Source: an optimization exercise on an open RTL-to-GDS flow (aim: small area). Production flows keep margins and buffers that such runs may drop. In this exercise RTL edits were held to simulation tests only and were not proved equivalent to the original. The flow treats the clock pin as an ideal source. Dropping or thinning the clock tree relies on that and would not hold on a real chip. Power and IR drop assume default switching activity.

Setup of rev 12:
==> flow/design.v <==
module uartwb_top (
  input  wire        clk_i,
  input  wire        nrst_i,
  input  wire        uart_rx,
  output wire        uart_tx,
  output wire [31:0] m_wb_addr_o,
  output wire [31:0] m_wb_data_o,
  input  wire [31:0] m_wb_data_i,
  output wire        m_wb_we_o,
  output wire        m_wb_cyc_o,
  output wire        m_wb_stb_o,
  input  wire        m_wb_ack_i
  );
  reg  [5:0] tmr;
  reg        ph;
  wire       half = tmr[0] & tmr[1] & tmr[4] & tmr[5];
  wire       full = half & ph;
  always @(posedge clk_i)
    if (!nrst_i | half)
      tmr <= 6'd0;
    else
      tmr <= {tmr[4:0], ~(tmr[0] ^ tmr[5])};
  always @(posedge clk_i)
    if (!nrst_i)
      ph <= 1'b0;
    else
      ph <= ph ^ half;
  reg  [3:0] rn;
  reg        rp;
  reg  [3:0] bc;
  reg        bad;      
  reg [39:0] xs;       
  reg [31:0] ws;       
  reg  [3:0] txc;
  reg  [2:0] bs;
  reg        txbit;    
  wire tidle  = (txc[2:0] == 3'd0);
  wire tdata  = (txc[3:1] != 3'd0);
  wire tstart = ~tdata & txc[0];
  wire tlast  = txc[3] & txc[2];
  wire ridle  = (rn[2:0] == 3'd0);
  wire rc_end = rn[1] & rn[2] & rp;
  wire samp   = half & ~rp & ~ridle;
  wire ok     = ~bad;
  wire we     = (xs[7:0] == 8'h01);
  wire done   = half & rc_end & (bc == 4'd11);
  wire cyc    = (bc == 4'd7);
  wire tx_go  = full & (bc == 4'd14) & tidle;
  wire ack    = cyc & m_wb_ack_i;
  wire srcx   = ~bs[2] & ~(bs[1] ^ bs[0]);       
  wire srcw   = bs[2] | (bs[1] & ~bs[0]);        
  wire bnone  = (bs == 3'b001);
  wire txlat  = full & ~tidle & ~tlast;
  wire push   = samp & ((bc == 4'd1) | (bc == 4'd2) | (bc == 4'd5) | (bc == 4'd10) | (bc == 4'd4));   
  wire pflag  = rp & ~ridle;
  wire pop    = full & srcx & tdata & ~pflag;
  wire xsh    = push | pop;
  always @(posedge clk_i)
    if (!nrst_i | (half & ((ridle & uart_rx) | rc_end))) begin
      rn <= 4'd0;
      rp <= 1'b0;
    end else if (half) begin
      rp <= ~rp;
      if (rp)
        rn <= {rn[2:0], ~(rn[3] ^ rn[0])};
    end
  always @(posedge clk_i)
    if (!nrst_i | tx_go)
      bc <= 4'd1;
    else if (done)
      bc <= ok ? 4'd7 : 4'd14;
    else if ((half & rc_end & ~((bc == 4'd11) | (bc == 4'd7) | (bc == 4'd14))) | ack)
      bc <= {bc[2:0], ~(bc[3] ^ bc[0])};
  wire rot  = samp & (bc == 4'd11);
  wire colx = xs[0] ^ xs[8] ^ xs[16] ^ xs[24] ^ xs[32] ^ ws[0] ^ ws[8] ^ ws[16] ^ ws[24];
  always @(posedge clk_i)
    if ((bc == 4'd1) & ridle & ~rp)
      bad <= 1'b0;
    else if (rot & ~(colx ^ uart_rx))
      bad <= 1'b1;
  always @(posedge clk_i)
    if (xsh | rot)
      xs <= {rot ? xs[8] : uart_rx, xs[39:9], rot ? xs[0] : xs[8], xs[7:1]};
  wire wsh = (samp & ((bc == 4'd9) | (bc == 4'd3) | (bc == 4'd6) | (bc == 4'd13))) | (txlat & srcw);
  always @(posedge clk_i)
    if (ack | wsh | rot)
      ws <= ({m_wb_data_i[7:0], m_wb_data_i[15:8], m_wb_data_i[23:16], m_wb_data_i[31:24]} & {32{ack}})
          | ({rot ? ws[0] : uart_rx, ws[31:1]} & {32{wsh | rot}});
  always @(posedge clk_i)
    if (txlat)
      txbit <= srcx ? (xsh ? xs[1] : xs[0]) : ws[0];
  always @(posedge clk_i)
    if (!nrst_i | (full & (tlast | (tstart & bnone))))
      txc <= 4'd0;
    else if (full & (~tidle | tx_go | ~bnone))
      txc <= {txc[2:0], ~(txc[3] ^ txc[0])};
  always @(posedge clk_i)
    if (!nrst_i)
      bs <= 3'b001;
    else if (tx_go)
      bs <= {1'b0, ok & ~we, ~(ok & we)};
    else if (full & tlast)
      bs <= {bs[1:0], ~bs[0] & (bs[2] | ~bs[1])};
  assign uart_tx     = tstart ? 1'b0 : (tdata ? txbit : 1'b1);
  assign m_wb_addr_o = {xs[39:32], xs[15:8], xs[23:16], xs[31:24]};
  assign m_wb_data_o = {ws[31:24], ws[7:0], ws[15:8], ws[23:16]};
  assign m_wb_we_o   = we;
  assign m_wb_cyc_o  = cyc;
  assign m_wb_stb_o  = cyc;
endmodule
export LEC_CHECK = 0
export CAP_MARGIN = 20
export CORE_MARGIN = 2
export CORE_UTILIZATION = 40
export SLEW_MARGIN = 20
create_clock -name core_clock -period 10.0 [get_ports {clk_i}]
standard.sh (not shown) runs the stock make flow with config.mk's settings and CLKGATE_MAP_FILE= SYNTH_SCRIPT=/design/flow/synth_recipe.tcl, a recipe that flattens the netlist after the stock synthesis.
==> flow/flow/run.sh <==
#!/bin/bash
set -e
rm -rf orfs_scripts
cp -r "$FLOW_HOME/scripts" orfs_scripts
cp flow/abc.script orfs_scripts/abc_speed.script
export SCRIPTS_DIR="$PWD/orfs_scripts"
export BUFFER_PORTS_ARGS="-buffer_cell sky130_fd_sc_hd__buf_1"
export PRE_CTS_TCL="$PWD/flow/clock_tree.tcl"
export MY_CLK_NBUF=4
export MY_CLK_CELL=sky130_fd_sc_hd__buf_12
export MY_CLK_ROOT=
bash standard.sh > standard.log 2>&1
Other scripts of this flow, unchanged in this note and not shown: flow/flow/abc.script, flow/flow/clock_tree.tcl
Rev 12 reached the end of the flow, and the finished layout is clean on the timing, design-rule and antenna checks.
Input-level comparison between rev 13 and rev 12:
==> flow/design.v <==
module uartwb_top (
  input  wire        clk_i,
  input  wire        nrst_i,
  input  wire        uart_rx,
  output wire        uart_tx,
  output wire [31:0] m_wb_addr_o,
  output wire [31:0] m_wb_data_o,
  input  wire [31:0] m_wb_data_i,
  output wire        m_wb_we_o,
  output wire        m_wb_cyc_o,
  output wire        m_wb_stb_o,
  input  wire        m_wb_ack_i
  );
  reg  [5:0] tmr;
  reg        ph;
  wire       half = tmr[0] & tmr[1] & tmr[4] & tmr[5];
  wire       full = half & ph;
  always @(posedge clk_i)
    if (!nrst_i | half)
      tmr <= 6'd0;
    else
      tmr <= {tmr[4:0], ~(tmr[0] ^ tmr[5])};
  always @(posedge clk_i)
    if (!nrst_i)
      ph <= 1'b0;
    else
      ph <= ph ^ half;
  reg  [3:0] rn;
  reg        rp;
  reg  [3:0] bc;
  reg        bad;      
  reg [39:0] xs;       
  reg [31:0] ws;       
  reg  [3:0] txc;
  reg  [2:0] bs;
  reg        txbit;    
  wire tidle  = (txc[2:0] == 3'd0);
  wire tdata  = (txc[3:1] != 3'd0);
  wire tstart = ~tdata & txc[0];
  wire tlast  = txc[3] & txc[2];
  wire ridle  = (rn[2:0] == 3'd0);
  wire rc_end = rn[1] & rn[2] & rp;
  wire samp   = half & ~rp & ~ridle;
  wire ok     = ~bad;
  wire we     = (xs[7:0] == 8'h01);
  wire done   = half & rc_end & ((bc[0] & bc[1] & bc[2] & ~bc[3]));
  wire cyc    = ((bc[0] & bc[1] & bc[2] & bc[3]));
  wire tx_go  = full & ((~bc[0] & bc[2] & bc[3])) & tidle;
  wire ack    = cyc & m_wb_ack_i;
  wire srcx   = bs[2];                           
  wire srcw   = ~bs[2];                          
  wire bnone  = bs[2] & ~bs[0];                  
  wire txlat  = full & ~tidle & ~tlast;
  wire push   = samp & (~((bc[0] & bc[2]) | (bc[1] & bc[3])));   
  wire pflag  = rp & ~ridle;
  wire pop    = full & srcx & tdata & ~pflag;
  wire xsh    = push | pop;
  always @(posedge clk_i)
    if (!nrst_i | (half & ((ridle & uart_rx) | rc_end))) begin
      rn <= 4'd0;
      rp <= 1'b0;
    end else if (half) begin
      rp <= ~rp;
      if (rp)
        rn <= {rn[2:0], ~(rn[3] ^ rn[0])};
    end
  always @(posedge clk_i)
    if (!nrst_i | tx_go)
      bc <= 4'd2;
    else if (done)
      bc <= ok ? 4'd15 : 4'd14;
    else if ((half & rc_end & ~((~bc[0] & bc[2] & bc[3]) | (bc[0] & bc[1] & bc[2]))) | ack)
      bc <= {bc[2:0], (bc[3] ^ bc[2])};
  wire rot  = samp & ((bc[0] & bc[1] & bc[2] & ~bc[3]));
  wire colx = xs[0] ^ xs[8] ^ xs[16] ^ xs[24] ^ xs[32] ^ ws[0] ^ ws[8] ^ ws[16] ^ ws[24];
  always @(posedge clk_i)
    if (!nrst_i | tx_go)
      bad <= 1'b0;
    else if (rot & ~(colx ^ uart_rx))
      bad <= 1'b1;
  always @(posedge clk_i)
    if (xsh | rot)
      xs <= {rot ? xs[8] : uart_rx, xs[39:9], rot ? xs[0] : xs[8], xs[7:1]};
  wire wsh = (samp & ((bc[0] & ~bc[1] & bc[2]) | (bc[1] & ~bc[2] & bc[3]))) | (txlat & srcw);
  always @(posedge clk_i)
    if (ack | wsh | rot)
      ws <= ({m_wb_data_i[7:0], m_wb_data_i[15:8], m_wb_data_i[23:16], m_wb_data_i[31:24]} & {32{ack}})
          | ({rot ? ws[0] : uart_rx, ws[31:1]} & {32{wsh | rot}});
  always @(posedge clk_i)
    if (txlat)
      txbit <= srcx ? (xsh ? xs[1] : xs[0]) : ws[0];
  always @(posedge clk_i)
    if (!nrst_i | (full & (tlast | (tstart & bnone))))
      txc <= 4'd0;
    else if (full & (~tidle | tx_go | ~bnone))
      txc <= {txc[2:0], ~(txc[3] ^ txc[0])};
  always @(posedge clk_i)
    if (!nrst_i)
      bs <= 3'd4;
    else if (tx_go)
      bs <= {1'b1, ok & ~we, ok};
    else if (full & tlast)
      bs <= {bs[0] & ~bs[1], ~bs[0], bs[1] & ~bs[2]};
  assign uart_tx     = tstart ? 1'b0 : (tdata ? txbit : 1'b1);
  assign m_wb_addr_o = {xs[39:32], xs[15:8], xs[23:16], xs[31:24]};
  assign m_wb_data_o = {ws[31:24], ws[7:0], ws[15:8], ws[23:16]};
  assign m_wb_we_o   = we;
  assign m_wb_cyc_o  = cyc;
  assign m_wb_stb_o  = cyc;
endmodule
### Flow results
- Rev 13: full flow OK, the timing, design-rule and antenna checks passed
- STATUS final worst-path setup slack: rev 13 wins against rev 12
- Number of tap instances: rev 13 vs rev 12 down 3.0%
- In the tables for rev 12 and rev 13, post-synthesis cell area reads lower with rev 13.
- Final cell area: rev 13 below rev 12
- [diff] violation count after the first detailed-route iteration, rev 13 relative to rev 12: improvement
- Re maximum achievable frequency: rev 12 was lower than rev 13.
- As far as overall power consumption is concerned, rev 12 and rev 13 perform about the same.
No run of this note takes its clock network from TritonCTS; it comes from the design's own scripts or RTL.

## static timing again, ports no longer ideal
Ports are ideal in the flow. The routed layouts listed here were re-timed in OpenROAD. Step 1 (the two cells are an assumption about what drives the block):
set clk [get_ports {clk_i}]
set_driving_cell -lib_cell sky130_fd_sc_hd__clkbuf_16 $clk
set_driving_cell -lib_cell sky130_fd_sc_hd__buf_2 [delete_from_list [all_inputs] $clk]
Step 2 adds t to the input delays and takes it off the output delays; t is the mean of the earliest and latest rising clock arrival at the registers after step 1. Input paths then give back, and output paths get back, about the clock's delay inside the block. Three values: ideal, step 1, step 2; two values: the first two.
run	t, ns	setup slack, ns	latest minus earliest clock arrival (ns)
rev 12	0.214	6.224 / 6.140 / 6.354	0.013 / 0.013
rev 13	0.213	6.509 / 6.424 / 6.405	0.011 / 0.011
After both steps every run listed still meets setup and hold. The setup slack of rev 13, which loses most, moves by -0.085 ns with the drivers and by -0.104 ns with both steps.
